Context: an optimization exercise on an open-source flow, tuned for small area. The choices shown serve that exercise and are no tape-out recipe.
At most, simulation tests tie the RTL to the original design; equivalence was not proved.
Function not checked in run 7: the RTL went through the layout flow alone.
Power figures rest on the tool's default switching activity, not on a simulated workload.

==> config.mk <==
export PLATFORM = sky130hd
export DESIGN_NAME = BandaAsamblare
export DESIGN_NICKNAME = BandaAsamblare
export VERILOG_FILES = /design/flow/design.v
export SDC_FILE = /design/flow/constraint.sdc
export NUM_CORES = 4
export LEC_CHECK = 0
export ABC_AREA = 1
export CAP_MARGIN = 20
export CORE_MARGIN = 2
export CORE_UTILIZATION = 40
export SLEW_MARGIN = 20
==> constraint.sdc <==
create_clock -name core_clock -period 4.0 [get_ports {clk}]
set_input_delay 0.8000 -clock core_clock [delete_from_list [all_inputs] [get_ports {clk}]]
set_output_delay 0.8000 -clock core_clock [all_outputs]
set_load 0.01 [all_outputs]
==> design.v <==
`timescale 1ns / 1ps
module BandaAsamblare(clear, load, clk, A, B, operatie, Result, exp);
    input clear, load, clk;
    input wire [15:0] A, B;
    input wire operatie;
    output wire [15:0] Result;
    output wire [9:0] exp;
    wire le = load & ~clear;     
    wire hd = ~load & ~clear;    
    reg [9:0]  e0n;    
    reg [19:0] f0n;    
    reg        s0n;    
    always @(posedge clk) begin
        e0n <= ~({A[14:10], B[14:10]} & {10{~clear}});
        f0n <= ~({A[9:0], B[9:0]} & {20{~clear}});
        s0n <= ~((A[15] ^ B[15]) & ~clear);
    end
    wire [4:0] ea = ~e0n[9:5];
    wire [4:0] eb = ~e0n[4:0];
    wire gt0 = ea > eb;
    wire lt0 = eb > ea;
    wire [4:0] d0 = gt0 ? ea - eb : eb - ea;
    wire [4:0] emax0 = gt0 ? ea : (lt0 ? eb : 5'd0);
    reg       gt;
    reg [4:0] d;
    reg [4:0] emax;
    reg [4:0] e2;
    always @(posedge clk) begin
        gt   <= gt0;
        d    <= d0;
        emax <= emax0;
        e2   <= emax;
    end
    reg [19:0] f1;
    reg        s1;
    always @(posedge clk) begin
        f1 <= (~f0n & {20{le}}) | (f1 & {20{hd}});
        s1 <= (~s0n & le) | (s1 & hd);
    end
    wire [9:0]  fa = f1[19:10];
    wire [9:0]  fb = f1[9:0];
    wire [9:0]  xb = gt ? fa : fb;
    wire [10:0] sm = {1'b1, gt ? fb : fa};
    wire [10:0] sh = sm >> d;
    reg  [9:0]  x2, y2;
    reg         s2;
    always @(posedge clk) begin
        x2 <= (xb & {10{le}}) | (x2 & {10{hd}});
        y2 <= (sh[9:0] & {10{le}}) | (y2 & {10{hd}});
        s2 <= (s1 & le) | (s2 & hd);
    end
    wire [10:0] r  = operatie ? {1'b0, x2} - {1'b0, y2} : {1'b0, x2} + {1'b0, y2};
    wire [9:0]  fn = r[10] ? {1'b0, r[9:1]} : r[9:0];
    wire [4:0]  en = e2 + {4'd0, r[10]};
    reg  [14:0] m3;
    always @(posedge clk)
        m3 <= ({en, fn} & {15{le}}) | (m3 & {15{hd}});
    reg [15:0] m4, m5;
    always @(posedge clk) begin
        m4 <= ({s2, m3} & {16{le}}) | (m4 & {16{hd}});
        m5 <= (m4 & {16{le}}) | (m5 & {16{hd}});
    end
    assign Result = m5;
    assign exp = m5[9:0];
endmodule
==> flow/run.sh <==
#!/bin/bash
set -euo pipefail
W=$(pwd)
rm -rf "$W/scripts_abc"
cp -r "$FLOW_HOME/scripts" "$W/scripts_abc"
cp "$W/flow/abc_area.script" "$W/scripts_abc/abc_area.script"
CTS="-sink_clustering_enable -repair_clock_nets -dont_use_dummy_load -buf_list {sky130_fd_sc_hd__clkbuf_4} -root_buf sky130_fd_sc_hd__clkbuf_8"
bash standard.sh SCRIPTS_DIR="$W/scripts_abc" ABC_AREA=1 ADDER_MAP_FILE= \
  "CTS_ARGS=$CTS" \
  "BUFFER_PORTS_ARGS=-buffer_cell sky130_fd_sc_hd__buf_1" GPL_TIMING_DRIVEN=0 REMOVE_ABC_BUFFERS=1 MIN_BUF_CELL_AND_PORTS='sky130_fd_sc_hd__buf_1 A X' \
  finish > flow.log 2>&1
==> flow/abc_area.script <==
strash
dch
amap
&get -n
&st
&dch
&nf -a
&put
mfs2
strash
dch
amap
topo
stime -c
==> standard.sh <==
#!/bin/bash
# synth_recipe.tcl (not shown) runs the flow's synth.tcl, then flattens the netlist and writes it again
# the make line also repeats each setting of config.mk as NAME=value (left out here)
make -C /OpenROAD-flow-scripts/flow DESIGN_CONFIG=/design/flow/config.mk WORK_HOME=/design/flow/orfs CLKGATE_MAP_FILE= SYNTH_SCRIPT=/design/flow/synth_recipe.tcl "${@:-finish}"
==> metrics.yaml, run 1 <==
timing:
  slew_headroom_pct: 49.7
  period_share_pct: 97.0
  worst_pin_slew_ns: 0.753
  period_needed_ns: 3.88
  hold_viol_final: 0
  drv_slew: 0
  setup_viol: 0
  hold_ws_ns: 0.321
  fmax_mhz: 258
  fin_skew_ns: 0.0272
floorplan:
  design.core.area_sq_um: 12100
  die_h_microns: 115
  die_w_microns: 115
  ios: 62
  die_area_sq_um: 13300
  rows: 40
  initial_core_util_pct: 41.1
worst_setup_path:
  critPathKind: "primary input to register"
  crit_arrival_ns: 4.13
  slowest_stage: "o32ai_2"
  r2r_slack_ns: 0.34
  worst-endpoint-required_ns: 4.25
  crit_start: "operatie"
  r2r_cells: 24
  cp-end-kind: "register"
  cp-start-kind: "primary input"
  regToRegEndpoint: "m3[14]$_DFF_P_"
  slowest_delay_ns: 0.31
  crit_fanout: 10
  timing.rr.start: "y2[2]$_DFF_P_"
power_and_ir_drop:
  power_frac_seq_pct: 55.9
  p_switching_mw: 0.849
  peakVddDrop_mv: 0.177
  p_comb_share_pct: 22.6
  netSwitchingFraction_pct: 30.3
  p_int_mw: 1.95
  report.power.total_mw: 2.80
  clkPwrFrac_pct: 21.5
  powerDensity_nw_per_um2: 494
  leakagePower_nw: 2.00
yosys:
  async_reset_ff_share_pct: 0
  synth_edf_count: 0
  syn_area_sq_um: 4950
  synth_largest_area_cell: "dfxtp_1"
  seq_area_frac_synth_pct: 54.9
  yosys_register_bits: 136
  synth_top_area_share_pct: 54.9
  synth_area_leaders: "dfxtp_1, o22ai_1, o21ai_0, clkinv_1, nor2_1"
  synth_cell_types: 28
  yosysWarnings: 1
  synth_cells: 562
  avgSynthCellArea_sq_um: 8.82
  synth-main-ff-cell: "dfxtp_1"
cells_and_area:
  stdcell_count: 805
  final_common_cell: "dfxtp_1"
  area_growth_pct: 14.4
  mostFrequentLayoutCells: "dfxtp_1, nor2_1, buf_1, clkinv_1, o22ai_1"
  drive_gt1_share_pct: 8.16
  final_area_sq_um: 5670
  diodes: 0
  nNetsFinal: 675
route:
  ant_nets: 0
  drc_errors: 0
  first_pass_iters: 4
  wl_per_cell_microns: 11.9
  via_count: 3993
  routed_wl_mm: 9.56
  viasPerCell: 4.96
  drt_iter0_markers: 180
global_route:
  antenna_found_initial: 0
  grt_pass1_wl_mm: 16.4
  grtUsageTotal_pct: 15.6
  grt.met1_usage_pct: 19.7
  grt-ovfl-total: 0
  grt_pass1_vias: 3596
  met3_usage_pct: 4.53
  grt_use_met2_pct: 24.9
  grt_max_degree: 53
  gr-max-usage-layer: "met2"
place:
  place_area_sq_um: 5400
  placement.io_buffers: 61
  place.gp.congestion: 0.880
  dpl.cell_count: 783
  dp_hpwl_mm: 6.55
min_path:
  hold_end: "e2[4]$_DFF_P_"
  whs_path_depth: 0
  min_from: "emax[4]$_DFF_P_"
  min_path_type: "register to register"
run_status:
  status: "complete, no violations"
cts:
  numCtsBuffers: 17
  cts_tree: "built"
  numClockSinks: 136
  insertion_delay_ns: 0.41
  clk_pin_slew_ns: 0.09
  clockBufferDepth: 2
  root_buffer: "clkbuf_8"
  ctsHtreeMaxLevel: 4
job:
  maxCapViolations: 0
layout make-up:
cell class,count,area [sq um]
fillers,1173,6390
flip-flops and latches,136,2720
multi-input cells,352,2060
repair buffers,68,300
inverters,64,244
well taps,168,210
clock buffers,17,134
kinds of logic after synthesis:
logic type,after synthesis,share of synthesized area [%]
compound gates,195,25.3
simple gates,157,14.1
flops,136,54.9
buf+inv,74,5.61
per-stage QoR:
step	util, %	worst slack, ns	TNS [ns]
after floorplan	-	-0.242	-8.19
after global placement	44.4	-2.78	-152.73
after detailed placement	44.8	-1.08	-10.31
after CTS	46.5	0.0159	0
after global routing	47.0	-0.0459	-0.0459
final	47.0	0.121	0
repair_timing:
item                       in CTS  in global routing
setup endpoints to repair      15                 15
pin swaps                       4                  2
hold buffers                    0                  0
gates resized for setup        14                 19
setup buffers                   4                  1
registers in the layout, summed over array words and instances (netlist names):
register	cells
m3	15
m5	16
gt	1
f1	20
m4	16
e0n	10
x2	10
y2	10
f0n	20
emax	5
s0n	1
s1	1
s2	1
e2	5
d	5
power groups by stage:
stage	logic (mW)	registers, mW	clock network, mW
final	0.633	1.56	0.600
after global routing	0.722	1.59	0.685
after CTS	0.592	1.56	0.627
after detailed placement	0.542	1.60	0
after global placement	0.525	1.59	0
after floorplan	0.413	1.58	0
critical path: cells and delay by family:
family          cells  cell delay [ns]
simple gates        6             0.78
buf+inv             5             0.48
compound gates     14             2.06
synthesized netlist by cell type (2+ instances only):
master / count
dfxtp_1: 136
nor2b_1: 4
a21oi_1: 27
a22oi_1: 2
nor2_1: 60
a22o_1: 19
o21a_1: 2
nand2b_1: 31
a31oi_1: 2
o22a_1: 3
o22ai_1: 54
buf_1: 10
clkinv_1: 64
o21ai_0: 53
a211oi_1: 2
or2_0: 2
o221ai_1: 13
nand2_1: 52
a21o_1: 2
or3_1: 4
o32ai_1: 13
metal layers:
metal	part of all wire (%)	routed length (microns)
met5	0	0
met4	1.4	137
met3	3.2	310
met2	45	4320
met1	50	4790
how the worst max path moves through the flow:
stage,endpoint,slack [ns],depth (start not counted)
after floorplan,f1[0]$_DFF_P_,-0.24,3
after global placement,m4[13]$_DFF_P_,-2.78,4
after detailed placement,m3[14]$_DFF_P_,-1.08,25
after CTS,m3[13]$_DFF_P_,0.02,26
after global routing,m3[14]$_DFF_P_,-0.05,25
final,m3[14]$_DFF_P_,0.12,25
==> inputs of run 2 (changes only) <==
==> flow/run.sh (replaced) <==
#!/bin/bash
set -euo pipefail
W=$(pwd)
rm -rf "$W/scripts_abc"
cp -r "$FLOW_HOME/scripts" "$W/scripts_abc"
cp "$W/flow/abc_area.script" "$W/scripts_abc/abc_area.script"
CTS="-sink_clustering_enable -repair_clock_nets -dont_use_dummy_load -buf_list {sky130_fd_sc_hd__clkbuf_4} -root_buf sky130_fd_sc_hd__clkbuf_8"
bash standard.sh SCRIPTS_DIR="$W/scripts_abc" ABC_AREA=1 ADDER_MAP_FILE= \
  "CTS_ARGS=$CTS" \
  "BUFFER_PORTS_ARGS=-buffer_cell sky130_fd_sc_hd__buf_1"  \
  finish > flow.log 2>&1
==> metrics.yaml, run 2 <==
min_path:
  whs_path_depth: 0  # unchanged
  min_path_type: "register to register"
worst_setup_path:
  worst-endpoint-required_ns: 4.31  # +0.06 ns
  cp-end-kind: "register"
  crit_arrival_ns: 3.90  # -0.23 ns
  cp-start-kind: "primary input"
  crit_fanout: 4  # -6
  r2r_cells: 25  # +4.2%
  critPathKind: "primary input to register"
yosys:
  synthMuxAreaShare_pct: 0  # unchanged
  async_reset_ff_share_pct: 0  # unchanged
  yosys.area_share.simple_pct: 14.0  # -0.11 points
  synth_top_area_share_pct: 54.5  # -0.41 points
  synth_area_leaders: "dfxtp_1, o22ai_1, o21ai_0, clkinv_1, nor2_1"
  seq_area_frac_synth_pct: 54.5  # -0.41 points
  yosys-top-cells-count: "dfxtp_1, clkinv_1, nor2_1"
  yosysWarnings: 1  # unchanged
  yosys_register_bits: 136  # unchanged
  yosysMostFrequentCell: "dfxtp_1"
  synth_edf_count: 0  # unchanged
  avgSynthCellArea_sq_um: 8.88  # +0.76%
  synth_compound_area_share_pct: 25.1  # -0.19 points
  synth-main-ff-cell: "dfxtp_1"
  synth_cells: 562  # unchanged
  synth_top_family_by_area: "compound AO/OA/AOI/OAI gates"
  synth_largest_area_cell: "dfxtp_1"
  synth_xor_area_share_pct: 0  # unchanged
  synth_cell_types: 28  # unchanged
  synthAdderAreaFrac_pct: 0  # unchanged
  syn_area_sq_um: 4990  # +0.76%
place:
  pre_cts_slack_ns: -0.291  # +0.786 ns
  place.gp.congestion: 0.893  # +1.4%
  placement.io_buffers: 61  # unchanged
  place_area_sq_um: 5510  # +2.0%
  dp_hpwl_mm: 6.65  # +1.7%
route:
  viasPerCell: 4.92  # -0.76%
  wl_per_cell_microns: 11.7  # -1.8%
  drc_errors: 0  # unchanged
  routed_wl_mm: 9.48  # -0.82%
  first_pass_iters: 4  # unchanged
  ant_nets: 0  # unchanged
  drt_iter0_markers: 208  # +16%
  via_count: 4002  # +0.23%
cts:
  root_buffer: "clkbuf_8"
  cts_hold_buf: 0  # unchanged
  cts_tree: "built"
  numCtsBuffers: 17  # unchanged
  clockBufferDepth: 2  # unchanged
  cts_resized: 0  # -14
  insertion_delay_ns: 0.42  # about the same
  ctsHtreeMaxLevel: 4  # unchanged
  postCtsSetupBuffers: 0  # -4
  clk_pin_slew_ns: 0.08  # about the same
  numClockSinks: 136  # unchanged
global_route:
  grtUsageTotal_pct: 15.7  # +0.085 points
  grt-ovfl-total: 0  # unchanged
  antenna_found_initial: 0  # unchanged
  grt_pass1_wl_mm: 16.4  # +0.21%
  grt_pass1_vias: 3689  # +2.6%
  grt_max_degree: 52  # -1.9%
timing:
  fin_skew_ns: 0.0275  # +0.000328 ns
  period_needed_ns: 3.59  # -0.293 ns
  drv_slew: 0  # unchanged
  fmax_mhz: 279  # +8.2%
  worst_slack_ns: 0.414  # +0.293 ns
  hold_viol_final: 0  # unchanged
  fin_tns_setup_ns: 0  # unchanged
  period_share_pct: 89.7  # -7.3 points
  worst_pin_slew_ns: 0.742  # -0.0109 ns
  setup_viol: 0  # unchanged
  rsz0062_at_grt: "no"
  slew_headroom_pct: 50.5  # +0.73 points
power_and_ir_drop:
  powerDensity_nw_per_um2: 489  # -1.0%
  leakagePower_nw: 2.01  # +0.51%
  peakVddDrop_mv: 0.194  # +9.1%
cells_and_area:
  final_area_sq_um: 5650  # -0.38%
  area_growth_pct: 13.1
  diodes: 0  # unchanged
  drive_gt1_share_pct: 6.67  # -1.5 points
  mostFrequentLayoutCells: "dfxtp_1, clkinv_1, buf_1, nor2_1"
  final_common_cell: "dfxtp_1"
  reg.largest.list: "f0n x20, f1 x20"
  nNetsFinal: 683  # +1.2%
  fillers: 1212  # +3.3%
floorplan:
  die_w_microns: 116  # +0.36%
  initial_core_util_pct: 41.2  # +0.14 points
  design.core.area_sq_um: 12100  # +0.41%
  die_h_microns: 116  # +0.36%
  die_area_sq_um: 13400  # +0.73%
  ios: 62  # unchanged
  rows: 40  # unchanged
job:
  maxCapViolations: 0  # unchanged
run_status:
  status: "complete, no violations"
## run 2: cell types whose count changed in the layout (fill, tap and decap cells not counted), moves of 2 or more
cell / change
buf_4: +10
clkinv_1: +5
inv_2: -3
buf_1: +2
nand2_1: +2
nand2_2: -2
o22ai_4: -2
## run 2: area by class of cell
type / instances / area, sq um / share of cell area, %
multi-input cells: 352 / 2000 / 35.4
inverters: 64 / 240 / 4.26
well taps: 168 / 210 / 3.72
clock buffers: 17 / 134 / 2.37
repair buffers: 76 / 342 / 6.05
flip-flops and latches: 136 / 2720 / 48.2
## run 2: worst max-delay path, stage by stage
cell,delay (ns)
buf_1,0.11
o21bai_1,0.17
o21ai_0,0.11
clkinv_1,0.12
o21ai_1,0.11
nor2_1,0.07
a21o_1,0.19
o21ai_1,0.11
inv_2,0.06
o21ai_2,0.07
inv_2,0.06
o21ai_2,0.06
clkinv_1,0.10
o22ai_2,0.18
nand2_1,0.09
o21ai_2,0.10
inv_2,0.07
o22ai_2,0.19
o32ai_2,0.13
nor2_1,0.14
a21oi_2,0.05
and2_1,0.17
and3_1,0.20
nand2_1,0.12
clkinv_1,0.07
o32ai_1,0.24
## run 2: cell families (layout without fill, tap and decap cells)
| kind of cell | after synthesis | after routing |
|---|---|---|
| AOI/OAI and AO/OA | 195 | 195 |
| and+or+nand+nor | 157 | 157 |
| DFF | 136 | 136 |
| buffers and inverters | 74 | 157 |
## run 2: worst paths after layout
path / to / slack [ns] / startpoint
min: e2[0]$_DFF_P_ / 0.33 / emax[0]$_DFF_P_
max reg2reg: m3[13]$_DFF_P_ / 0.49 / y2[2]$_DFF_P_
max: m3[13]$_DFF_P_ / 0.41 / operatie
min reg2reg: e2[0]$_DFF_P_ / 0.33 / emax[0]$_DFF_P_
## run 2: per-layer routing
| layer | vias to the layer above | track usage (%) | routed length (microns) |
|---|---|---|---|
| met1 | 1760 | 19.1 | 4710 |
| met2 | 73 | 25.1 | 4160 |
| met3 | 15 | 4.71 | 385 |
| met5 | - | 0 | 0 |
| met4 | 0 | 8.17 | 225 |
| li1 | 2154 | - | - |
## run 2: power breakdown
part	switching [mW]	internal, mW	total (mW)
clock network	0.386	0.208	0.594
registers	0.0807	1.49	1.57
logic	0.350	0.248	0.598
total	0.817	1.94	2.76
## run 2: metrics by stage
step / utilization, % / instances / power (mW) / hold slack, ns
after floorplan: - / 562 / 2.02 / 0.310
after global placement: 45.5 / 796 / 2.18 / 0.315
after detailed placement: 45.5 / 796 / 2.19 / 0.313
after CTS: 46.6 / 813 / 2.80 / 0.336
after global routing: 46.6 / 813 / 2.96 / 0.347
final: 46.6 / 813 / 2.76 / 0.333
==> inputs of run 3 (changes only) <==
--- a/config.mk
+++ b/config.mk
@@ -8,5 +8,5 @@
 export ABC_AREA = 1
 export CAP_MARGIN = 20
 export CORE_MARGIN = 2
-export CORE_UTILIZATION = 40
+export CORE_UTILIZATION = 70
 export SLEW_MARGIN = 20
==> metrics.yaml, run 3 <==
run_status:
  status: "complete, no violations"
timing:
  worst_pin_slew_ns: 0.776  # +0.0341 ns
  setup_viol: 0  # unchanged
  rsz0062_at_grt: "no"
  drv_slew: 0  # unchanged
  period_share_pct: 91.9  # +2.3 points
  period_needed_ns: 3.68  # +0.0909 ns
  slew_headroom_pct: 48.2  # -2.3 points
  fin_skew_ns: 0.0408  # +0.0133 ns
  hold_viol_final: 0  # unchanged
  fmax_mhz: 272  # -2.5%
  worst_slack_ns: 0.323  # -0.0909 ns
  hold_ws_ns: 0.349  # +0.0158 ns
place:
  place.gp.congestion: 0.956  # +7.1%
  dp_hpwl_mm: 6.76  # +1.6%
  placement.io_buffers: 61  # unchanged
  pre_cts_slack_ns: -0.360  # -0.0681 ns
cts:
  ctsHtreeMaxLevel: 4  # unchanged
  root_buffer: "clkbuf_8"
  numClockSinks: 136  # unchanged
  cts_tree: "built"
  insertion_delay_ns: 0.42  # about the same
  clockBufferDepth: 2  # unchanged
  numCtsBuffers: 17  # unchanged
  clk_pin_slew_ns: 0.08  # about the same
  cts_hold_buf: 0  # unchanged
yosys:
  yosysMostFrequentCell: "dfxtp_1"
  synth_largest_area_cell: "dfxtp_1"
  synth_top_area_share_pct: 54.5  # unchanged
  yosys_register_bits: 136  # unchanged
  yosysWarnings: 1  # unchanged
  async_reset_ff_share_pct: 0  # unchanged
  synth_edf_count: 0  # unchanged
  avgSynthCellArea_sq_um: 8.88  # unchanged
  seq_area_frac_synth_pct: 54.5  # unchanged
  synth_area_leaders: "dfxtp_1, o22ai_1, o21ai_0, clkinv_1, nor2_1"
  yosys-top-cells-count: "dfxtp_1, clkinv_1, nor2_1"
  syn_area_sq_um: 4990  # unchanged
  synth_cells: 562  # unchanged
  synth_cell_types: 28  # unchanged
  synth-main-ff-cell: "dfxtp_1"
floorplan:
  die_w_microns: 88.5  # -24%
  ios: 62  # unchanged
  die_h_microns: 88.5  # -24%
  rows: 30  # -25%
  initial_core_util_pct: 73.1  # +32 points
  design.core.area_sq_um: 6830  # -44%
  die_area_sq_um: 7820  # -42%
global_route:
  grtUsageTotal_pct: 26.2  # +11 points
  grt_pass1_wl_mm: 15.9  # -3.2%
  grt_max_degree: 52  # unchanged
  grt_pass1_vias: 3757  # +1.8%
  grt-ovfl-total: 0  # unchanged
  antenna_found_initial: 0  # unchanged
power_and_ir_drop:
  peakVddDrop_mv: 0.294  # +52%
  leakagePower_nw: 2.03  # +0.83%
  powerDensity_nw_per_um2: 498  # +1.9%
cells_and_area:
  diodes: 0  # unchanged
  mostFrequentLayoutCells: "dfxtp_1, clkinv_1, buf_1, nor2_1"
  final_common_cell: "dfxtp_1"
  drive_gt1_share_pct: 7.11  # +0.44 points
  reg.largest.list: "f0n x20, f1 x20"
  area_growth_pct: 12.0
  nNetsFinal: 685  # +0.29%
route:
  routed_wl_mm: 9.69  # +2.3%
  viasPerCell: 5.74  # +17%
  first_pass_iters: 7  # +3
  met2_length_mm: 4.60  # +11%
  ant_nets: 0  # unchanged
  wl_per_cell_microns: 13.0  # +12%
  wl_met3_microns: 500  # +30%
  via_count: 4264  # +6.5%
  drt_iter0_markers: 216  # +3.8%
  wl_met1_mm: 4.34  # -7.9%
  routed.top_layer: "met4"
  drc_errors: 0  # unchanged
worst_setup_path:
  cp-start-kind: "primary input"
  cp-end-kind: "register"
  crit_buf_inv: 7  # unchanged
  critPathKind: "primary input to register"
  critPathTopFamily: "compound AO/OA/AOI/OAI gates"
  worst-endpoint-required_ns: 4.30  # about the same
  crit_arrival_ns: 3.98  # +0.08 ns
  crit_fanout: 4  # unchanged
  slowest_delay_ns: 0.25  # about the same
  r2r_slack_ns: 0.49  # about the same
  slowest_stage: "o32ai_1"
job:
  maxCapViolations: 0  # unchanged
min_path:
  min_path_type: "register to register"
run 3: final timing paths:
check	depth (start not counted)	start	end
min	0	emax[0]$_DFF_P_	e2[0]$_DFF_P_
min reg2reg	0	emax[0]$_DFF_P_	e2[0]$_DFF_P_
max reg2reg	25	y2[2]$_DFF_P_	m3[13]$_DFF_P_
max	26	operatie	m3[13]$_DFF_P_
run 3: report_power, final:
group	total [mW]	internal (mW)	switching (mW)
registers	1.57	1.49	0.0844
logic	0.623	0.253	0.371
clock network	0.591	0.208	0.383
total	2.78	1.95	0.838
run 3: per-layer routing:
layer  track usage (%)  vias to the layer above
li1                  -                     2166
met3              6.81                       34
met2              43.6                      150
met1              31.9                     1914
met4              12.3                        0
met5                 0                        -
run 3: stage by stage:
stage	util (%)	instances	area (sq um)	setup TNS [ns]	power, mW
6_report	81.9	743	5590	0	2.78
5_1_grt	81.9	743	5590	0	2.94
4_1_cts	81.3	741	5550	0	2.78
3_5_place_dp	79.3	724	5420	-3.53	2.20
3_3_place_gp	79.3	724	5420	-0.546	2.16
2_1_floorplan	-	562	5030	0	2.02
run 3: final cells by class:
class,instances,area (sq um)
repair buffers,78,377
fillers,472,1240
multi-input cells,352,2000
clock buffers,17,134
inverters,64,240
well taps,96,120
flip-flops and latches,136,2720
run 3: kinds of logic after synthesis:
kind of cell	count (synthesis)	share of synthesized area, %
and+or+nand+nor	157	14.0
AOI/OAI and AO/OA	195	25.1
DFF	136	54.5
buffers and inverters	74	6.32
run 3: worst register-to-register path, cell delays in order (launching register included):
cell	delay, ns
dfxtp_1	0.35
clkinv_1	0.10
o21ai_1	0.22
inv_2	0.06
o21ai_0	0.11
nor2_1	0.09
a21o_1	0.19
o21ai_0	0.12
inv_2	0.07
o21ai_2	0.08
inv_2	0.06
o21ai_2	0.06
clkinv_1	0.10
o22ai_2	0.18
nand2_1	0.09
o21ai_2	0.09
clkinv_1	0.13
o22ai_2	0.20
o32ai_2	0.13
nor2_1	0.14
a21oi_2	0.05
and2_1	0.18
and3_1	0.21
nand2_1	0.12
clkinv_1	0.07
o32ai_1	0.25
run 3: repair_timing:
item / CTS / global route
setup endpoints to repair: 0 / 15
resized for setup: 0 / 7
setup buffers: 0 / 1
==> inputs of run 4 (changes only) <==
--- a/flow/run.sh
+++ b/flow/run.sh
@@ -7,5 +7,5 @@
 CTS="-sink_clustering_enable -repair_clock_nets -dont_use_dummy_load -buf_list {sky130_fd_sc_hd__clkbuf_4} -root_buf sky130_fd_sc_hd__clkbuf_8"
 bash standard.sh SCRIPTS_DIR="$W/scripts_abc" ABC_AREA=1 ADDER_MAP_FILE= \
   "CTS_ARGS=$CTS" \
-  "BUFFER_PORTS_ARGS=-buffer_cell sky130_fd_sc_hd__buf_1"  \
+  "BUFFER_PORTS_ARGS=-buffer_cell sky130_fd_sc_hd__buf_1" SYNTH_INSBUF=0 \
   finish > flow.log 2>&1
--- a/config.mk
+++ b/config.mk
@@ -8,5 +8,5 @@
 export ABC_AREA = 1
 export CAP_MARGIN = 20
 export CORE_MARGIN = 2
-export CORE_UTILIZATION = 70
+export CORE_UTILIZATION = 40
 export SLEW_MARGIN = 20
==> metrics.yaml, run 4 <==
run_status:
  status: "complete, no violations"
yosys:
  yosys_register_bits: 136  # unchanged
  async_reset_ff_share_pct: 0  # unchanged
  syn_area_sq_um: 4920  # -1.5%
  synth_cell_types: 27  # -3.6%
  synth_edf_count: 0  # unchanged
  synth_top_area_share_pct: 55.4  # +0.83 points
  seq_area_frac_synth_pct: 55.4  # +0.83 points
  synth_cells: 552  # -1.8%
  yosysMostFrequentCell: "dfxtp_1"
  synth-main-ff-cell: "dfxtp_1"
  synth_area_leaders: "dfxtp_1, o22ai_1, o21ai_0, clkinv_1, nor2_1"
  synth_largest_area_cell: "dfxtp_1"
  avgSynthCellArea_sq_um: 8.91  # +0.28%
  yosys-top-cells-count: "dfxtp_1, clkinv_1, nor2_1"
  yosysWarnings: 1  # unchanged
floorplan:
  die_area_sq_um: 13200  # +69%
  rows: 40  # +33%
  initial_core_util_pct: 40.9  # -32 points
  die_w_microns: 115  # +30%
  ios: 62  # unchanged
  design.core.area_sq_um: 12000  # +76%
  die_h_microns: 115  # +30%
min_path:
  min_path_type: "register to register"
  min_from: "emax[4]$_DFF_P_"
cells_and_area:
  final_common_cell: "dfxtp_1"
  area_growth_pct: 14.4
  reg.largest.list: "f0n x20, f1 x20"
  stdcell_count: 793  # +6.7%
  nNetsFinal: 684  # -0.15%
  diodes: 0  # unchanged
  mostFrequentLayoutCells: "dfxtp_1, clkinv_1, buf_1, nor2_1"
  drive_gt1_share_pct: 6.66  # -0.45 points
worst_setup_path:
  worst-endpoint-required_ns: 4.28  # -0.02 ns
  crit_start: "operatie"
  regToRegEndpoint: "m3[13]$_DFF_P_"
  critPathKind: "primary input to register"
  cp-end-kind: "register"
  crit_fanout: 4  # unchanged
  r2r_slack_ns: 0.39  # -0.10 ns
  timing.rr.start: "y2[2]$_DFF_P_"
  crit_arrival_ns: 3.99  # about the same
  r2r_cells: 25  # unchanged
  endpoint: "m3[13]$_DFF_P_"
  cp-start-kind: "primary input"
cts:
  clockBufferDepth: 2  # unchanged
  clk_pin_slew_ns: 0.09  # about the same
  cts_hold_buf: 0  # unchanged
  insertion_delay_ns: 0.41  # about the same
  numCtsBuffers: 17  # unchanged
  root_buffer: "clkbuf_8"
  numClockSinks: 136  # unchanged
  ctsHtreeMaxLevel: 4  # unchanged
  cts_tree: "built"
timing:
  worst_slack_ns: 0.290  # -0.0325 ns
  period_needed_ns: 3.71  # +0.0325 ns
  slew_headroom_pct: 45.7  # -2.5 points
  worst_pin_slew_ns: 0.810  # +0.0339 ns
  period_share_pct: 92.7  # +0.81 points
  rsz0062_at_grt: "no"
  hold_ws_ns: 0.322  # -0.0269 ns
  hold_viol_final: 0  # unchanged
  drv_slew: 0  # unchanged
  setup_viol: 0  # unchanged
  fmax_mhz: 270  # -0.88%
  fin_tns_setup_ns: 0  # unchanged
  fin_skew_ns: 0.0312  # -0.00957 ns
place:
  dp_hpwl_mm: 6.66  # -1.4%
  placement.io_buffers: 61  # unchanged
  dpl.cell_count: 776  # +7.2%
  pre_cts_slack_ns: -0.292  # +0.0672 ns
  place.gp.congestion: 0.879  # -8.0%
job:
  maxCapViolations: 0  # unchanged
route:
  first_pass_iters: 4  # -3
  drt_iter0_markers: 182  # -16%
  via_count: 4001  # -6.2%
  viasPerCell: 5.05  # -12%
  routed_wl_mm: 9.52  # -1.8%
  ant_nets: 0  # unchanged
  wl_per_cell_microns: 12.0  # -8.0%
  drc_errors: 0  # unchanged
global_route:
  antenna_found_initial: 0  # unchanged
  grtUsageTotal_pct: 15.3  # -11 points
  grt-ovfl-total: 0  # unchanged
  grt_pass1_vias: 3631  # -3.4%
  grt_pass1_wl_mm: 16.1  # +1.2%
  grt_max_degree: 52  # unchanged
power_and_ir_drop:
  powerDensity_nw_per_um2: 491  # -1.4%
  leakagePower_nw: 2.02  # -0.71%
  peakVddDrop_mv: 0.151  # -49%
run 4: worst max-delay path: stages:
cell and delay (ns):
buf_1 0.11, o21bai_1 0.18, o21ai_0 0.12, clkinv_1 0.12, o21ai_0 0.12, nor2_1 0.09
a21o_1 0.19, o21ai_0 0.11, inv_2 0.07, o21ai_2 0.08, inv_2 0.05, o21ai_2 0.06
clkinv_1 0.10, o22ai_2 0.18, nand2_1 0.09, o21ai_2 0.09, clkinv_1 0.13, o22ai_2 0.20
o32ai_2 0.13, nor2_1 0.13, a21oi_2 0.05, and2_1 0.18, and3_1 0.21, nand2_1 0.11
clkinv_1 0.06, o32ai_1 0.24
run 4: cell families after synthesis:
group	Yosys count	share of synthesized area, %
flops	136	55.4
compound gates	195	25.5
buf+inv	64	4.89
simple gates	157	14.2
run 4: final cells by class:
| class | instances | area, sq um |
|---|---|---|
| Fill cell | 1180 | 6380 |
| Sequential cell | 136 | 2720 |
| Multi-Input combinational cell | 352 | 2000 |
| Timing Repair Buffer | 77 | 349 |
| Inverter | 64 | 240 |
| Tap cell | 147 | 184 |
| Clock buffer | 17 | 134 |
run 4: stage by stage:
stage               util [%]  cell area [sq um]  total power [mW]
floorplan                  -               4950              2.02
global placement        45.7               5490              2.18
detailed placement      45.7               5490              2.19
CTS                     46.8               5620              2.79
global route            46.8               5630              2.95
finish                  46.8               5630              2.76
run 4: worst min path at each step:
stage               depth (start not counted)             to  slack (ns)
CTS                                         0  e2[4]$_DFF_P_        0.33
detailed placement                          0  e2[0]$_DFF_P_        0.31
global placement                            0  e2[1]$_DFF_P_        0.32
global route                                0  e2[4]$_DFF_P_        0.34
floorplan                                   0  e2[0]$_DFF_P_        0.31
finish                                      0  e2[4]$_DFF_P_        0.32
run 4: layer usage:
metal  track usage [%]  routed length (microns)
met5                 0                        0
met4              5.78                      116
met3              4.69                      387
met2              24.9                     4310
met1              19.1                     4710
run 4: repair_timing:
item | in CTS | in global routing
buffers inserted | 0 | 0
resized for setup | 0 | 4
setup endpoints to repair | 0 | 12
hold endpoints to repair | 0 | 0
run 4: power by group:
| part | leakage, nW | internal, mW | switching, mW | total (mW) |
|---|---|---|---|---|
| sequential | 1.12 | 1.49 | 0.0798 | 1.57 |
| clock | 0.0808 | 0.209 | 0.386 | 0.595 |
| combinational | 0.818 | 0.249 | 0.352 | 0.601 |
==> inputs of run 5 (changes only) <==
--- a/flow/run.sh
+++ b/flow/run.sh
@@ -7,5 +7,5 @@
 CTS="-sink_clustering_enable -repair_clock_nets -dont_use_dummy_load -buf_list {sky130_fd_sc_hd__clkbuf_4} -root_buf sky130_fd_sc_hd__clkbuf_8"
 bash standard.sh SCRIPTS_DIR="$W/scripts_abc" ABC_AREA=1 ADDER_MAP_FILE= \
   "CTS_ARGS=$CTS" \
-  "BUFFER_PORTS_ARGS=-buffer_cell sky130_fd_sc_hd__buf_1" SYNTH_INSBUF=0 \
+  "BUFFER_PORTS_ARGS=-buffer_cell sky130_fd_sc_hd__buf_1" GPL_KEEP_OVERFLOW=0 \
   finish > flow.log 2>&1
==> metrics.yaml, run 5 <==
floorplan:
  die_w_microns: 116  # +0.73%
  rows: 40  # unchanged
  die_h_microns: 116  # +0.73%
  design.core.area_sq_um: 12100  # +0.83%
  die_area_sq_um: 13400  # +1.5%
  ios: 62  # unchanged
  initial_core_util_pct: 41.2  # +0.28 points
yosys:
  synth_edf_count: 0  # unchanged
  synth_top_area_share_pct: 54.5  # -0.83 points
  async_reset_ff_share_pct: 0  # unchanged
  synth_largest_area_cell: "dfxtp_1"
  synth_area_leaders: "dfxtp_1, o22ai_1, o21ai_0, clkinv_1, nor2_1"
  yosysWarnings: 1  # unchanged
  seq_area_frac_synth_pct: 54.5  # -0.83 points
  yosys_register_bits: 136  # unchanged
  syn_area_sq_um: 4990  # +1.5%
  yosys-top-cells-count: "dfxtp_1, clkinv_1, nor2_1"
  synth_cell_types: 28  # +3.7%
  synth-main-ff-cell: "dfxtp_1"
  avgSynthCellArea_sq_um: 8.88  # -0.28%
  yosysMostFrequentCell: "dfxtp_1"
  synth_cells: 562  # +1.8%
power_and_ir_drop:
  powerDensity_nw_per_um2: 494  # +0.66%
  leakagePower_nw: 1.99  # -1.4%
  p_comb_share_pct: 22.3  # +0.5 points
  p_switching_mw: 0.848  # +3.7%
  p_int_mw: 1.94  # about the same
  peakVddDrop_mv: 0.203  # +34%
  clkPwrFrac_pct: 21.4  # about the same
  netSwitchingFraction_pct: 30.4  # +0.78 points
  power_frac_seq_pct: 56.3  # -0.4 points
place:
  dpl.cell_count: 783  # +0.90%
  placement.io_buffers: 61  # unchanged
  place_area_sq_um: 5440  # -0.91%
  dp_hpwl_mm: 6.81  # +2.1%
  place.gp.congestion: 0.898  # +2.2%
  pre_cts_slack_ns: -0.645  # -0.353 ns
cts:
  clockBufferDepth: 2  # unchanged
  numClockSinks: 136  # unchanged
  cts_tree: "built"
  root_buffer: "clkbuf_8"
  insertion_delay_ns: 0.42  # about the same
  clk_pin_slew_ns: 0.11  # +0.02 ns
  ctsHtreeMaxLevel: 4  # unchanged
  numCtsBuffers: 17  # unchanged
  cts_hold_buf: 0  # unchanged
cells_and_area:
  fillers: 1258  # +6.6%
  stdcell_count: 802  # +1.1%
  final_area_sq_um: 5650  # +0.42%
  reg.largest.list: "f0n x20, f1 x20"
  drive_gt1_share_pct: 7.26  # +0.60 points
  area_growth_pct: 13.2
  nNetsFinal: 672  # -1.8%
  final_common_cell: "dfxtp_1"
  mostFrequentLayoutCells: "dfxtp_1, buf_1, nor2_1, clkinv_1"
  diodes: 0  # unchanged
worst_setup_path:
  worst-endpoint-required_ns: 4.33  # +0.05 ns
  crit_arrival_ns: 4.05  # +0.06 ns
  crit_fanout: 10  # +6
  critPathTopFamily: "compound AO/OA/AOI/OAI gates"
  cp-start-kind: "primary input"
  cp-end-kind: "register"
  path_common_cell: "o21ai_2"
  crit_buf_inv: 7  # unchanged
  r2r_slack_ns: 0.49  # +0.10 ns
  critPathKind: "primary input to register"
  slowest_stage: "o32ai_1"
  slowest_delay_ns: 0.25  # about the same
global_route:
  grt-ovfl-total: 0  # unchanged
  grt_max_degree: 53  # +1.9%
  grt_pass1_vias: 3631  # unchanged
  antenna_found_initial: 0  # unchanged
  grt_pass1_wl_mm: 16.5  # +3.0%
  grtUsageTotal_pct: 15.8  # +0.52 points
timing:
  slew_headroom_pct: 49.0  # +3.4 points
  fin_skew_ns: 0.0323  # +0.00110 ns
  period_share_pct: 93.0  # +0.27 points
  fmax_mhz: 269  # -0.30%
  setup_viol: 0  # unchanged
  period_needed_ns: 3.72  # +0.0110 ns
  hold_viol_final: 0  # unchanged
  fin_tns_setup_ns: 0  # unchanged
  drv_slew: 0  # unchanged
  worst_slack_ns: 0.279  # -0.0110 ns
  worst_pin_slew_ns: 0.756  # -0.0537 ns
route:
  routed_wl_mm: 9.80  # +2.9%
  viasPerCell: 5.04  # -0.11%
  drc_errors: 0  # unchanged
  wl_per_cell_microns: 12.2  # +1.7%
  drt_iter0_markers: 238  # +31%
  via_count: 4042  # +1.0%
  first_pass_iters: 4  # unchanged
  ant_nets: 0  # unchanged
run_status:
  status: "complete, no violations"
min_path:
  min_path_type: "register to register"
job:
  maxCapViolations: 0  # unchanged
-- run 5: changes by cell type after synthesis --
cell	delta
buf_4	+10
-- run 5: worst reg2reg max path: stages (launching register included) --
cell      delay, ns
dfxtp_1        0.37
clkinv_1       0.13
o21ai_2        0.20
inv_2          0.06
o21ai_2        0.06
nor2_1         0.08
a21o_1         0.21
o21ai_2        0.08
inv_2          0.06
o21ai_2        0.07
inv_2          0.05
o21ai_2        0.09
inv_2          0.08
o22ai_4        0.19
nand2_1        0.13
o21ai_4        0.13
inv_4          0.06
o22ai_4        0.23
o32ai_4        0.14
nor2_2         0.14
a21oi_2        0.05
and2_4         0.19
and3_1         0.21
nand2_1        0.11
clkinv_1       0.07
o32ai_1        0.25
-- run 5: what timing repair did --
action | 4_1_cts | 5_1_grt
pin swaps | 1 | 2
buffers inserted | 1 | 1
endpoints found under the setup margin | 3 | 15
gates cloned | 0 | 0
gates resized for setup | 4 | 19
-- run 5: power groups by stage --
stage	sequential (mW)	combinational (mW)	clock [mW]
floorplan	1.58	0.441	0
global placement	1.60	0.542	0
finish	1.57	0.623	0.598
CTS	1.57	0.582	0.627
detailed placement	1.60	0.563	0
global route	1.59	0.714	0.688
-- run 5: path summary, 6_finish.rpt --
check | start | end | depth (start not counted)
min | emax[1]$_DFF_P_ | e2[1]$_DFF_P_ | 0
min reg2reg | emax[1]$_DFF_P_ | e2[1]$_DFF_P_ | 0
max | operatie | m3[13]$_DFF_P_ | 26
max reg2reg | y2[2]$_DFF_P_ | m3[13]$_DFF_P_ | 25
-- run 5: kinds of logic (layout without fill, tap and decap cells) --
logic type             count (synthesis)  after routing  synth area share, %
buffers and inverters                 74            146                 6.32
AND/OR/NAND/NOR                      157            157                 14.0
AO/OA/AOI/OAI                        195            195                 25.1
flip-flops                           136            136                 54.5
-- run 5: area by class of cell --
type                            count  area (sq um)  share of cell area [%]
Multi-Input combinational cell    352          2060                    36.5
Timing Repair Buffer               65           278                    4.92
Clock buffer                       17           134                    2.37
Inverter                           64           245                    4.34
Sequential cell                   136          2720                    48.2
Tap cell                          168           210                    3.72
-- run 5: layer usage --
metal / up-vias / track usage (%) / routed length (microns)
li1: 2144 / - / -
met1: 1804 / 20.0 / 4790
met2: 81 / 25.2 / 4490
met3: 13 / 4.60 / 365
met4: 0 / 6.83 / 151
met5: - / 0 / 0
-- run 5: stage by stage --
step | power (mW) | utilization [%] | hold slack (ns)
floorplan | 2.02 | - | 0.310
global placement | 2.14 | 44.5 | 0.315
detailed placement | 2.16 | 44.9 | 0.312
CTS | 2.78 | 46.1 | 0.314
global route | 2.99 | 46.7 | 0.303
finish | 2.79 | 46.7 | 0.311
==> inputs of run 6 (changes only) <==
==> flow/run.sh (replaced) <==
#!/bin/bash
# Own layout flow: the standard ORFS flow (standard.sh) with
#  - an area-oriented ABC script (flow/abc_area.script) and no adder-cell mapping in synthesis;
#    registers are untouched (dfflibmap runs before ABC, names as in the standard synthesis),
#  - the smallest buffer (buf_1) for the port buffers,
#  - clock tree synthesis without dummy loads, clkbuf_4 leaves and a clkbuf_8 root.
# All make output goes to flow.log; ORFS keeps each step's log under orfs/logs.
set -euo pipefail
W=$(pwd)
rm -rf "$W/scripts_abc"
cp -r "$FLOW_HOME/scripts" "$W/scripts_abc"
cp "$W/flow/abc_area.script" "$W/scripts_abc/abc_area.script"
CTS="-sink_clustering_enable -repair_clock_nets -dont_use_dummy_load"
CTS="$CTS -buf_list {sky130_fd_sc_hd__clkbuf_4} -root_buf sky130_fd_sc_hd__clkbuf_8"
bash standard.sh SCRIPTS_DIR="$W/scripts_abc" ABC_AREA=1 ADDER_MAP_FILE= \
  "CTS_ARGS=$CTS" \
  "BUFFER_PORTS_ARGS=-buffer_cell sky130_fd_sc_hd__buf_1" \
  finish > flow.log 2>&1
==> metrics.yaml, run 6 <==
timing:
  rsz0062_at_grt: "no"
  hold_viol_final: 0  # unchanged
  drv_slew: 0  # unchanged
  fin_skew_ns: 0.0275  # -0.00481 ns
  slew_headroom_pct: 50.5  # +1.4 points
  hold_ws_ns: 0.333  # +0.0225 ns
  setup_viol: 0  # unchanged
  period_needed_ns: 3.59  # -0.134 ns
  fmax_mhz: 279  # +3.7%
  period_share_pct: 89.7  # -3.4 points
  worst_pin_slew_ns: 0.742  # -0.0143 ns
yosys:
  synth_area_leaders: "dfxtp_1, o22ai_1, o21ai_0, clkinv_1, nor2_1"
  yosysWarnings: 1  # unchanged
  yosysMostFrequentCell: "dfxtp_1"
  synth_edf_count: 0  # unchanged
  syn_area_sq_um: 4990  # unchanged
  synth_cell_types: 28  # unchanged
  synth_top_area_share_pct: 54.5  # unchanged
  synth-main-ff-cell: "dfxtp_1"
  async_reset_ff_share_pct: 0  # unchanged
  yosys_register_bits: 136  # unchanged
  synth_cells: 562  # unchanged
  seq_area_frac_synth_pct: 54.5  # unchanged
  yosys-top-cells-count: "dfxtp_1, clkinv_1, nor2_1"
  synth_largest_area_cell: "dfxtp_1"
  avgSynthCellArea_sq_um: 8.88  # unchanged
min_path:
  min_from: "emax[0]$_DFF_P_"
  whs_path_depth: 0  # unchanged
  min_path_type: "register to register"
  hold_end: "e2[0]$_DFF_P_"
route:
  routed_wl_mm: 9.48  # -3.3%
  ant_nets: 0  # unchanged
  drt_iter0_markers: 208  # -13%
  via_count: 4002  # -0.99%
  first_pass_iters: 4  # unchanged
  drc_errors: 0  # unchanged
  viasPerCell: 4.92  # -2.3%
  wl_per_cell_microns: 11.7  # -4.6%
global_route:
  grt_max_degree: 52  # -1.9%
  grtUsageTotal_pct: 15.7  # -0.11 points
  grt_pass1_vias: 3689  # +1.6%
  grt-ovfl-total: 0  # unchanged
  antenna_found_initial: 0  # unchanged
  grt_pass1_wl_mm: 16.4  # -0.88%
cts:
  postCtsSetupBuffers: 0  # -1
  cts_hold_buf: 0  # unchanged
  numCtsBuffers: 17  # unchanged
  clockBufferDepth: 2  # unchanged
  ctsHtreeMaxLevel: 4  # unchanged
  numClockSinks: 136  # unchanged
  root_buffer: "clkbuf_8"
  cts_tree: "built"
  insertion_delay_ns: 0.42  # about the same
  clk_pin_slew_ns: 0.08  # -0.03 ns
cells_and_area:
  multi_input_area_sq_um: 2000  # -3.1%
  final_common_cell: "dfxtp_1"
  area_growth_pct: 13.1  # about the same
  stdcell_count: 813  # +1.4%
  regArea_sq_um: 2720  # unchanged
  mostFrequentLayoutCells: "dfxtp_1, clkinv_1, buf_1, nor2_1"
  reg.largest.list: "f0n x20, f1 x20"
  drive_gt1_share_pct: 6.67  # -0.59 points
  nNetsFinal: 683  # +1.6%
  fillers: 1212  # -3.7%
  diodes: 0  # unchanged
power_and_ir_drop:
  p_comb_share_pct: 21.7  # -0.6 points
  peakVddDrop_mv: 0.194  # -4.4%
  powerDensity_nw_per_um2: 489  # -1.1%
  p_int_mw: 1.94  # about the same
  clkPwrFrac_pct: 21.5  # about the same
  leakagePower_nw: 2.01  # +1.3%
  p_switching_mw: 0.817  # -3.7%
  power_frac_seq_pct: 56.8  # +0.5 points
  netSwitchingFraction_pct: 29.6  # -0.79 points
floorplan:
  initial_core_util_pct: 41.2  # unchanged
  rows: 40  # unchanged
  design.core.area_sq_um: 12100  # unchanged
  die_h_microns: 116  # unchanged
  die_area_sq_um: 13400  # unchanged
  ios: 62  # unchanged
  die_w_microns: 116  # unchanged
job:
  maxCapViolations: 0  # unchanged
place:
  dpl.cell_count: 796  # +1.7%
  placement.io_buffers: 61  # unchanged
  dp_hpwl_mm: 6.65  # -2.2%
  place.gp.congestion: 0.893  # -0.63%
worst_setup_path:
  regToRegEndpoint: "m3[13]$_DFF_P_"
  slowest_delay_ns: 0.24  # about the same
  cp-start-kind: "primary input"
  crit_arrival_ns: 3.90  # -0.15 ns
  slowest_stage: "o32ai_1"
  r2r_slack_ns: 0.49  # about the same
  worst-endpoint-required_ns: 4.31  # -0.02 ns
  crit_fanout: 4  # -6
  cp-end-kind: "register"
  timing.rr.start: "y2[2]$_DFF_P_"
  critPathKind: "primary input to register"
  r2r_cells: 25  # unchanged
run_status:
  status: "complete, no violations"
run 6: cell types whose count changed in the layout (fill, tap and decap cells not counted), moves of 2 or more:
cell,previous run,this run
buf_1,59,61
buf_4,2,15
clkinv_1,57,61
clkinv_2,2,0
o21ai_0,46,48
o21ai_2,5,3
o22ai_2,0,2
o22ai_4,2,0
run 6: power groups by stage:
stage                     registers, mW  logic, mW  clock network (mW)
after CTS                          1.57      0.597               0.632
after detailed placement           1.60      0.593                   0
after global routing               1.59      0.690               0.686
after floorplan                    1.58      0.441                   0
final                              1.57      0.598               0.594
after global placement             1.60      0.580                   0
run 6: timing repair:
item,in CTS,in global routing
setup endpoints to repair,0,15
endpoints found under the hold margin,0,0
resized for setup,0,7
run 6: final cells by class:
class,instances,share of cell area (%)
timing repair buffer,76,6.05
sequential,136,48.2
multi-input combinational,352,35.4
clock buffer,17,2.37
tap,168,3.72
inverter,64,4.26
run 6: per-stage QoR:
stage | setup TNS (ns) | power (mW) | setup WS (ns) | util (%) | instance area, sq um
after global placement | -0.658 | 2.18 | -0.117 | 45.5 | 5510
after floorplan | 0 | 2.02 | 0.00657 | - | 5030
final | 0 | 2.76 | 0.414 | 46.6 | 5650
after detailed placement | -2.80 | 2.19 | -0.291 | 45.5 | 5510
after CTS | 0 | 2.80 | 0.148 | 46.6 | 5640
after global routing | 0 | 2.96 | 0.0163 | 46.6 | 5650
run 6: critical path, delay by kind of cell:
| family | cells | cell delay [ns] |
|---|---|---|
| buf+inv | 7 | 0.59 |
| compound gates | 13 | 1.71 |
| simple gates | 6 | 0.79 |
run 6: worst max-delay path by stage:
stage / startpoint / endpoint / slack, ns / cells past startpoint
final: operatie / m3[13]$_DFF_P_ / 0.41 / 26
after global placement: operatie / m3[13]$_DFF_P_ / -0.12 / 26
after CTS: operatie / m3[13]$_DFF_P_ / 0.15 / 26
after floorplan: load / y2[2]$_DFF_P_ / 0.007 / 7
after global routing: operatie / m3[13]$_DFF_P_ / 0.02 / 24
after detailed placement: operatie / m3[13]$_DFF_P_ / -0.29 / 26
run 6: kinds of logic (layout without fill, tap and decap cells):
group | count (synthesis) | in the layout | share of synthesized area, %
buffers and inverters | 74 | 157 | 6.32
and+or+nand+nor | 157 | 157 | 14.0
AOI/OAI and AO/OA | 195 | 195 | 25.1
DFF | 136 | 136 | 54.5
run 6: metal layers:
metal	track usage, %	part of all wire [%]	vias up
li1	-	-	2154
met1	19.1	50	1760
met2	25.1	44	73
met3	4.71	4.1	15
met4	8.17	2.4	0
met5	0	0	-
==> inputs of run 7 (changes only) <==
--- a/design.v
+++ b/design.v
@@ -15,21 +15,17 @@
         f0n <= ~({A[9:0], B[9:0]} & {20{~clear}});
         s0n <= ~((A[15] ^ B[15]) & ~clear);
     end
-    wire [4:0] ea = ~e0n[9:5];
-    wire [4:0] eb = ~e0n[4:0];
-    wire gt0 = ea > eb;
-    wire lt0 = eb > ea;
-    wire [4:0] d0 = gt0 ? ea - eb : eb - ea;
-    wire [4:0] emax0 = gt0 ? ea : (lt0 ? eb : 5'd0);
-    reg       gt;
-    reg [4:0] d;
-    reg [4:0] emax;
+    reg [9:0] e1n;
     reg [4:0] e2;
+    wire [4:0] ea = ~e1n[9:5];
+    wire [4:0] eb = ~e1n[4:0];
+    wire gt = ea > eb;
+    wire lt = eb > ea;
+    wire [4:0] d = gt ? ea - eb : eb - ea;
+    wire [4:0] emax = gt ? ea : (lt ? eb : 5'd0);
     always @(posedge clk) begin
-        gt   <= gt0;
-        d    <= d0;
-        emax <= emax0;
-        e2   <= emax;
+        e1n <= e0n;
+        e2 <= emax;
     end
     reg [19:0] f1;
     reg        s1;
==> flow/run.sh (replaced) <==
#!/bin/bash
# Own layout flow: the standard ORFS flow with
#  - an area-oriented ABC script (flow/abc_area.script) and no adder-cell mapping in synthesis,
#  - the smallest buffer for the port buffers,
#  - clock tree synthesis without dummy loads and with small clock buffers.
# Registers are those of the standard synthesis (dfflibmap runs before ABC).
set -euo pipefail
W=$(pwd)
rm -rf "$W/scripts_abc"
cp -r "$FLOW_HOME/scripts" "$W/scripts_abc"
cp "$W/flow/abc_area.script" "$W/scripts_abc/abc_area.script"
CTS="-sink_clustering_enable -repair_clock_nets -dont_use_dummy_load"
CTS="$CTS -buf_list {sky130_fd_sc_hd__clkbuf_4} -root_buf sky130_fd_sc_hd__clkbuf_8"
bash standard.sh SCRIPTS_DIR="$W/scripts_abc" ABC_AREA=1 ADDER_MAP_FILE= \
  "CTS_ARGS=$CTS" \
  "BUFFER_PORTS_ARGS=-buffer_cell sky130_fd_sc_hd__buf_1" \
  finish > flow.log 2>&1
==> metrics.yaml, run 7 <==
global_route:
  grt_pass1_vias: 3829  # +3.8%
  grt_max_degree: 36  # -31%
  grt_pass1_wl_mm: 17.1  # +4.5%
  grt-ovfl-total: 0  # unchanged
  antenna_found_initial: 0  # unchanged
  grtUsageTotal_pct: 16.3  # +0.63 points
floorplan:
  design.core.area_sq_um: 12100  # unchanged
  ios: 62  # unchanged
  die_area_sq_um: 13400  # about the same
  initial_core_util_pct: 41.2  # about the same
  rows: 40  # unchanged
  die_h_microns: 116  # about the same
  die_w_microns: 116  # about the same
cells_and_area:
  diodes: 0  # unchanged
  final_area_sq_um: 5860  # +3.9%
  reg.largest.list: "f0n x20, f1 x20"
  area_growth_pct: 17.5
  fillers: 1220  # +0.66%
  nNetsFinal: 700  # +2.5%
  regArea_sq_um: 2700  # -0.74%
  mostFrequentLayoutCells: "dfxtp_1, buf_1, nand2_1, o21ai_0, clkinv_1"
  final_common_cell: "dfxtp_1"
  drive_gt1_share_pct: 11.9  # +5.3 points
  multi_input_area_sq_um: 2100  # +5.3%
route:
  routed_wl_mm: 9.93  # +4.8%
  wl_per_cell_microns: 12.0  # +2.7%
  drt_iter0_markers: 213  # +2.4%
  first_pass_iters: 4  # unchanged
  via_count: 4120  # +2.9%
  drc_errors: 0  # unchanged
  ant_nets: 0  # unchanged
  viasPerCell: 4.96  # +0.84%
worst_setup_path:
  crit_arrival_ns: 3.95  # +0.05 ns
  r2r_slack_ns: 0.37  # -0.12 ns
  worst-endpoint-required_ns: 4.28  # -0.03 ns
  critPathKind: "primary input to register"
  cp-start-kind: "primary input"
  crit_fanout: 5  # +1
  crit_buf_inv: 9  # +2
  slowest_stage: "a21oi_2"
  slowest_delay_ns: 0.20  # -0.04 ns
  path_common_cell: "o21ai_2"
  critPathTopFamily: "compound AO/OA/AOI/OAI gates"
  cp-end-kind: "register"
yosys:
  synth_cell_types: 28  # unchanged
  synth_edf_count: 0  # unchanged
  synth_area_leaders: "dfxtp_1, o21ai_0, o22ai_1, clkinv_1, nand2_1"
  seq_area_frac_synth_pct: 54.2  # -0.37 points
  synth_largest_area_cell: "dfxtp_1"
  synth_cells: 561  # -0.18%
  syn_area_sq_um: 4990  # about the same
  yosysMostFrequentCell: "dfxtp_1"
  yosys-top-cells-count: "dfxtp_1, o21ai_0, clkinv_1"
  async_reset_ff_share_pct: 0  # unchanged
  yosysWarnings: 1  # unchanged
  synth-main-ff-cell: "dfxtp_1"
  yosys_register_bits: 135  # -0.74%
  avgSynthCellArea_sq_um: 8.89  # +0.13%
  synth_top_area_share_pct: 54.2  # -0.37 points
place:
  dp_hpwl_mm: 7.09  # +6.5%
  place.gp.congestion: 0.884  # -0.97%
  place_area_sq_um: 5670  # +2.9%
  placement.io_buffers: 61  # unchanged
cts:
  numClockSinks: 135  # -0.74%
  numCtsBuffers: 17  # unchanged
  clk_pin_slew_ns: 0.09  # about the same
  ctsHtreeMaxLevel: 4  # unchanged
  cts_tree: "built"
  insertion_delay_ns: 0.42  # about the same
  clockBufferDepth: 2  # unchanged
  root_buffer: "clkbuf_8"
timing:
  worst_pin_slew_ns: 0.777  # +0.0352 ns
  fin_skew_ns: 0.0434  # +0.0159 ns
  drv_slew: 0  # unchanged
  period_share_pct: 91.8  # +2.1 points
  fmax_mhz: 272  # -2.3%
  fin_tns_setup_ns: 0  # unchanged
  setup_viol: 0  # unchanged
  slew_headroom_pct: 48.1  # -2.4 points
  hold_viol_final: 0  # unchanged
  period_needed_ns: 3.67  # +0.0852 ns
min_path:
  min_path_type: "register to register"
power_and_ir_drop:
  leakagePower_nw: 2.11  # +4.8%
  powerDensity_nw_per_um2: 516  # +5.5%
  peakVddDrop_mv: 0.214  # +11%
run_status:
  status: "complete, no violations"
job:
  maxCapViolations: 0  # unchanged
run 7: cell count changes in the layout (fill, tap and decap cells not counted), moves of 6 or more:
cell | before | now
nor2_1 | 59 | 47
a21oi_1 | 26 | 14
clkinv_1 | 61 | 55
nand2_1 | 52 | 59
buf_4 | 15 | 33
o21ai_0 | 48 | 59
run 7: path summary, 6_finish.rpt:
path | start | to | cells after the start
max | operatie | m3[13]$_DFF_P_ | 28
min | e0n[7]$_DFF_P_ | e1n[7]$_DFF_P_ | 0
max reg2reg | y2[1]$_DFF_P_ | m3[13]$_DFF_P_ | 28
min reg2reg | e0n[7]$_DFF_P_ | e1n[7]$_DFF_P_ | 0
run 7: logic make-up after synthesis:
kind of cell           count (synthesis)  share of synthesized area [%]
AO/OA/AOI/OAI                        201                           25.9
buffers and inverters                 72                           6.17
flip-flops                           135                           54.2
AND/OR/NAND/NOR                      153                           13.7
run 7: through the flow:
stage	total power, mW	setup slack (ns)	utilization [%]	std cells	hold slack [ns]
finish	3.02	0.329	48.4	830	0.309
global route	3.25	-0.0162	48.4	830	0.309
CTS	3.01	0.00796	47.9	830	0.314
detailed placement	2.40	-0.416	46.8	813	0.312
global placement	2.38	-0.180	46.8	813	0.315
floorplan	2.12	0.0132	-	561	0.310
run 7: worst reg2reg max path, delay by kind of cell (launching register included):
kind / cells / cell delay [ns]
and+or+nand+nor: 6 / 0.75
AOI/OAI and AO/OA: 13 / 1.58
DFF: 1 / 0.32
buffers and inverters: 9 / 0.88
run 7: where the power goes:
group	leakage [nW]	internal (mW)	switching (mW)
sequential	1.11	1.47	0.0562
combinational	0.921	0.384	0.510
clock	0.0808	0.208	0.397
total	2.11	2.06	0.964
run 7: repair_timing:
item                                   4_1_cts  5_1_grt
hold buffers                                 0        0
setup buffers                                0        0
endpoints found under the hold margin        0        0
resized for setup                            0       23
setup endpoints to repair                    0       18
run 7: final cells by class:
type                            instances  area share, %
Clock buffer                           17           2.28
Timing Repair Buffer                   94           8.13
Tap cell                              168           3.58
Sequential cell                       135           46.1
Inverter                               62           4.08
Multi-Input combinational cell        354           35.8
run 7: routing by layer:
layer | vias up | share of wire (%) | wire, microns | GRT usage (%)
met5 | - | 0 | 0 | 0
met1 | 1808 | 50 | 4930 | 20.7
met3 | 14 | 4.2 | 415 | 4.86
met2 | 84 | 44 | 4380 | 26.0
li1 | 2214 | - | - | -
met4 | 0 | 2.1 | 209 | 6.90

-- re-timing with driven ports --
How much do the figures lean on ideal ports? The routed layouts below were timed once more, with nothing changed but the port constraints. Step 1 (the two cells are an assumption about what drives the block):
set clk [get_ports {clk}]
set_driving_cell -lib_cell sky130_fd_sc_hd__clkbuf_16 $clk
set_driving_cell -lib_cell sky130_fd_sc_hd__buf_2 [delete_from_list [all_inputs] $clk]
Step 2 times the ports against the registers' clock, not the clock port: input delays grow and output delays shrink by t, the midpoint of the rising clock arrivals with the driver on. Three values: ideal ports, drivers, drivers and shift; two values: the first two.
run	t, ns	slack for setup (ns)	pins driven straight from the clock port
run 1	0.432	0.121 / 0.134 / -0.299	1
run 2	0.438	0.414 / 0.415 / -0.023	1
run 3	0.429	0.323 / 0.327 / -0.103	1
run 4	0.422	0.290 / 0.294 / -0.128	1
run 5	0.439	0.279 / 0.293 / -0.146	1
run 6	0.438	0.414 / 0.415 / -0.023	1
run 7	0.438	0.329 / 0.326 / -0.111	1
With both steps, setup timing fails in every run listed, where it was met with ideal ports. For run 7, which loses most, drivers alone change the setup slack by -0.003 ns; drivers and shift together by -0.440 ns.
